From an optimization exercise on the open Yosys and OpenROAD flow, aimed at small area; shortcuts taken in it are not production practice. Only simulation tests tie the RTL to the original design; equivalence was not proved. The clock input has no modelled driver; a real chip could not lean on it and would need a root buffer or a full tree.

==> flow/design.v <==
module top (
	input clk12MHz,
	input rst,
	input SPI_MISO_IN,
	output SPI_CLK_OUT,
	output SPI_MOSI_OUT,
	output SPI_CS_OUT,
	output led1,
	output led2,
	output led3,
	output led4,
	output led5,
	output led6,
	output led7,
	output led8,
	output lcol1,
	output lcol2,
	output lcol3,
	output lcol4
	);
	reg [1:0] ph;         
	reg [11:0] tmr;       
	reg state;            
	reg [3:0] sc;         
	reg first_done;       
	reg miso_bit;         
	reg [7:0] din;        
	reg [3:0] p;
	always @(*) begin
		case ({ph, tmr[1:0]})
			4'b00_00: p = 4'd0;
			4'b01_01: p = 4'd1;
			4'b10_10: p = 4'd2;
			4'b00_11: p = 4'd3;
			4'b01_00: p = 4'd4;
			4'b10_01: p = 4'd5;
			4'b00_10: p = 4'd6;
			4'b01_11: p = 4'd7;
			4'b10_00: p = 4'd8;
			4'b00_01: p = 4'd9;
			4'b01_10: p = 4'd10;
			4'b10_11: p = 4'd11;
			default:  p = 4'bxxxx;
		endcase
	end
	wire c1 = (p == 4'd0);                          
	wire c2 = (p == 4'd1);                          
	wire c8 = (p == 4'd7);                          
	wire spi_hi = (p >= 4'd1) && (p <= 4'd6);       
	wire win_m = (p >= 4'd2) && (p <= 4'd6);        
	wire win_2 = (p >= 4'd2) && (p <= 4'd7);        
	wire was_load = state & (sc == 4'd8);
	wire rst_d = ~state & ~sc[3] & tmr[1];
	always @(posedge clk12MHz) begin
		if (rst) begin
			ph <= 2'd2;
			tmr <= 12'hfff;
		end else begin
			ph <= (ph == 2'd2) ? 2'd0 : ph + 2'd1;
			tmr <= tmr + 12'd1;
		end
	end
	always @(posedge clk12MHz) begin
		if (rst) begin
			state <= 1'b0;
			sc <= 4'd0;
			first_done <= 1'b0;
		end else if (c2) begin
			if (state) begin
				sc <= sc + 4'd1;
				if (sc == 4'd7) state <= 1'b0;
			end else
				state <= 1'b1;
			if (sc[3]) first_done <= 1'b1;
		end
	end
	always @(posedge clk12MHz)
		if (c1) miso_bit <= SPI_MISO_IN;
	always @(posedge clk12MHz)
		if (c8 && !was_load) din <= {din[6:0], miso_bit};
	function [7:0] pat(input [2:0] j);
		pat = (16'hd9ff << j) >> 8;
	endfunction
	wire [2:0] j2 = sc[2:0] - {2'b00, win_2};
	wire [7:0] col2 = (~state | ~sc[3]) ? 8'hff : pat(j2);
	wire [2:0] jm = sc[2:0] - {2'b00, win_m};
	wire [7:0] pm = pat(jm);
	wire mosi_zero = ~first_done & (sc == 4'd0) & (win_m | ~state);
	wire mosi_one = ~state | (first_done & ~sc[3]);
	wire [7:0] col1 = {state, 3'b111, ~sc};
	wire [7:0] col3 = din;
	reg [7:0] leds;
	reg [3:0] lcol;
	always @(*) begin
		if (rst_d) begin
			leds = 8'h00;
			lcol = 4'b0000;
		end else case (tmr[11:10])
			2'b00: begin leds = col1;  lcol = 4'b1110; end
			2'b01: begin leds = col2;  lcol = 4'b1101; end
			2'b10: begin leds = col3;  lcol = 4'b1011; end
			default: begin leds = 8'hff; lcol = 4'b0111; end
		endcase
	end
	assign { led8, led7, led6, led5, led4, led3, led2, led1 } = leds;
	assign { lcol4, lcol3, lcol2, lcol1 } = lcol;
	assign SPI_CS_OUT = c2 ? (state & (sc == 4'd7)) : ~state;
	assign SPI_CLK_OUT = state & ~spi_hi;
	assign SPI_MOSI_OUT = ~mosi_zero & (mosi_one | pm[7]);
endmodule
==> flow/config.mk <==
export PLATFORM = sky130hd
export DESIGN_NAME = top
export DESIGN_NICKNAME = top
export VERILOG_FILES = /design/flow/design.v
export SDC_FILE = /design/flow/constraint.sdc
export NUM_CORES = 4
export LEC_CHECK = 0
export CAP_MARGIN = 20
export CORE_MARGIN = 2
export CORE_UTILIZATION = 40
export SLEW_MARGIN = 20
==> flow/constraint.sdc <==
create_clock -name core_clock -period 10.0 [get_ports {clk12MHz}]
set_input_delay 2.0000 -clock core_clock [delete_from_list [all_inputs] [get_ports {clk12MHz}]]
set_output_delay 2.0000 -clock core_clock [all_outputs]
set_load 0.01 [all_outputs]
standard.sh (not shown) runs the stock make flow with config.mk's settings and CLKGATE_MAP_FILE= SYNTH_SCRIPT=/design/flow/synth_recipe.tcl, a recipe that flattens the netlist after the stock synthesis.
==> flow/flow/run.sh <==
#!/bin/bash
# Own layout flow: the standard synthesis, then its combinational logic
# re-mapped for area (flip-flops untouched; the smallest of a few ABC
# scripts is kept), then the standard layout steps with 1x port buffers and
# a clock tree of a few buffers driven by the clock port.
set -euo pipefail
W=$PWD
F=$W/flow
R=$W/orfs/results/$FLOW_PLATFORM/top/base
export LIB=$FLOW_HOME/platforms/$FLOW_PLATFORM/lib/sky130_fd_sc_hd__tt_025C_1v80.lib

bash standard.sh synth > $W/run_synth.log 2>&1
cp $R/1_2_yosys.v $W/1_2_yosys_standard.v

export NETLIST_IN=$W/1_2_yosys_standard.v
for s in abc1 abc2 abc3; do
  ( NETLIST_OUT=$W/reopt_$s.v ABC_SCRIPT=$F/$s.abc \
    yosys -c $F/reopt.ys > $W/run_reopt_$s.log 2>&1 || true ) &
done
wait
best=""; best_area=""
for s in abc1 abc2 abc3; do
  [[ -f $W/reopt_$s.v.stat ]] || continue
  a=$(awk '/Chip area/ {print $NF}' $W/reopt_$s.v.stat)
  echo "$s $a" >> $W/reopt_areas.txt
  if [[ -z "$best" ]] || awk -v a="$a" -v b="$best_area" 'BEGIN{exit !(a<b)}'; then
    best=$s; best_area=$a
  fi
done
echo "best $best $best_area" >> $W/reopt_areas.txt

cp $W/reopt_$best.v $R/1_2_yosys.v
rm -f $R/1_synth.odb $R/1_synth.sdc
bash standard.sh BUFFER_PORTS_ARGS="-buffer_cell sky130_fd_sc_hd__buf_1" \
  PRE_CTS_TCL=$F/cts_groups.tcl CLOCK_GROUPS=3 CLOCK_BUFFER=sky130_fd_sc_hd__clkbuf_4 CLOCK_PORT=clk12MHz \
  finish > $W/run_finish.log 2>&1
==> flow/flow/abc3.abc <==
strash
&get -n
&deepsyn -T 60 -S 7
&put
strash
dch -f
amap
strash
dch -f
amap
topo
==> flow/flow/reopt.ys <==
# Re-map the combinational logic of the standard synthesis for area. The
# flip-flops stay as they are (same instances, names and cells): their cells
# are black boxes here, so only the logic between them is re-mapped.
yosys read_liberty -ignore_miss_func $::env(LIB)
yosys read_verilog $::env(NETLIST_IN)
yosys hierarchy -top $::env(FLOW_TOP)
yosys blackbox =*__df* =*__edf* =*__sdf* =*__sedf* =*__dl*
yosys flatten
yosys rename -hide w:*.*
yosys opt_clean -purge
yosys abc -liberty $::env(LIB) -dont_use *probe* -dont_use *lpflow* -script $::env(ABC_SCRIPT)
yosys opt_clean -purge
yosys hilomap -singleton -hicell sky130_fd_sc_hd__conb_1 HI -locell sky130_fd_sc_hd__conb_1 LO
yosys tee -o $::env(NETLIST_OUT).stat stat -liberty $::env(LIB) $::env(FLOW_TOP)
yosys select $::env(FLOW_TOP)
yosys write_verilog -noattr -noexpr -nohex -nodec -selected $::env(NETLIST_OUT)
Other scripts of this flow, unchanged in this note and not shown: flow/flow/abc1.abc, flow/flow/abc2.abc, flow/flow/cts_groups.tcl
==> next run, changes <==
--- a/flow/flow/run.sh
+++ b/flow/flow/run.sh
@@ -14,14 +14,22 @@
 
 export NETLIST_IN=$W/1_2_yosys_standard.v
-for s in abc1 abc2 abc3; do
-  ( NETLIST_OUT=$W/reopt_$s.v ABC_SCRIPT=$F/$s.abc \
-    yosys -c $F/reopt.ys > $W/run_reopt_$s.log 2>&1 || true ) &
+SCRIPTS="abc1 abc2 abc3 abc4 abc5 abc6 abc7"
+# each ABC run checks its result against its input (cec)
+for s in $SCRIPTS; do
+  printf 'strash\nwrite_blif %s\nsource %s\ncec -n %s\n' \
+    $W/abc_in_$s.blif $F/$s.abc $W/abc_in_$s.blif > $W/abc_$s.abc
 done
-wait
+printf '%s\n' $SCRIPTS | xargs -P ${NUM_CORES:-4} -I{} bash -c \
+  'NETLIST_OUT=$0/reopt_{}.v ABC_SCRIPT=$0/abc_{}.abc yosys -c $1/reopt.ys > $0/run_reopt_{}.log 2>&1 || true' $W $F
+# keep the smallest result that ABC proved equivalent and whose logic is
+# not implausibly small next to the standard synthesis's
+std_area=$(awk '/Chip area/ {print $NF}' $W/orfs/reports/$FLOW_PLATFORM/top/base/synth_stat.txt)
 best=""; best_area=""
-for s in abc1 abc2 abc3; do
+for s in $SCRIPTS; do
   [[ -f $W/reopt_$s.v.stat ]] || continue
+  grep -q "Networks are equivalent" $W/run_reopt_$s.log || continue
   a=$(awk '/Chip area/ {print $NF}' $W/reopt_$s.v.stat)
   echo "$s $a" >> $W/reopt_areas.txt
+  awk -v a="$a" -v b="$std_area" 'BEGIN{exit !(a > 0.5 * b)}' || continue
   if [[ -z "$best" ]] || awk -v a="$a" -v b="$best_area" 'BEGIN{exit !(a<b)}'; then
     best=$s; best_area=$a
@@ -30,5 +38,7 @@
 echo "best $best $best_area" >> $W/reopt_areas.txt
 
-cp $W/reopt_$best.v $R/1_2_yosys.v
+if [[ -n "$best" ]]; then
+  cp $W/reopt_$best.v $R/1_2_yosys.v
+fi
 rm -f $R/1_synth.odb $R/1_synth.sdc
 bash standard.sh BUFFER_PORTS_ARGS="-buffer_cell sky130_fd_sc_hd__buf_1" \
==> flow/flow/abc3.abc (replaced) <==
strash; &get -n; &deepsyn -T 60 -S 1; &put; dch -f; amap; topo
==> flow/flow/abc4.abc (new file) <==
strash; &get -n; &deepsyn -T 60 -S 2; &put; dch -f; amap; topo
==> flow/flow/abc5.abc (new file) <==
strash; &get -n; &deepsyn -T 60; &put; dc2; dch -f; amap; topo
==> flow/flow/abc6.abc (new file) <==
strash; &get -n; &deepsyn -T 60; &put; dch -f; amap -F 100 -A 100 -C 20000; topo
==> flow/flow/abc7.abc (new file) <==
strash; &get -n; &deepsyn -T 60 -t; &put; dch -f; amap; topo
Outcome:
- hold slack is unchanged
- register-to-register slack barely changes
- die area is unchanged
- synthesized cell count is unchanged
- cell area does not change
- worst setup slack is unchanged
- fmax is unchanged
- sequential share of layout area is unchanged
- clock skew stays the same
No run of this note takes its clock network from TritonCTS; it comes from the design's own scripts or RTL.

-- separate check: timing with driven ports --
The results above use ideal ports. As a check the final layouts listed here were re-extracted and re-timed, cells and wires unchanged. Step 1 assumes that a clkbuf_16 drives the clock port and a buf_2 every other input. Step 2, shift: input delay + t, output delay - t, t = (earliest + latest rising clock arrival at the registers) / 2. This alone moves slack from input paths to output paths. Slacks: ideal / step 1 / step 2; pairs: ideal / step 1.
run	shift t [ns]	setup slack, ns	clock arrival spread, ns
the first run	0.201	5.081 / 5.039 / 5.240	0.024 / 0.023
the second run	0.201	5.081 / 5.039 / 5.240	0.024 / 0.023
After both steps every run listed still meets setup and hold.
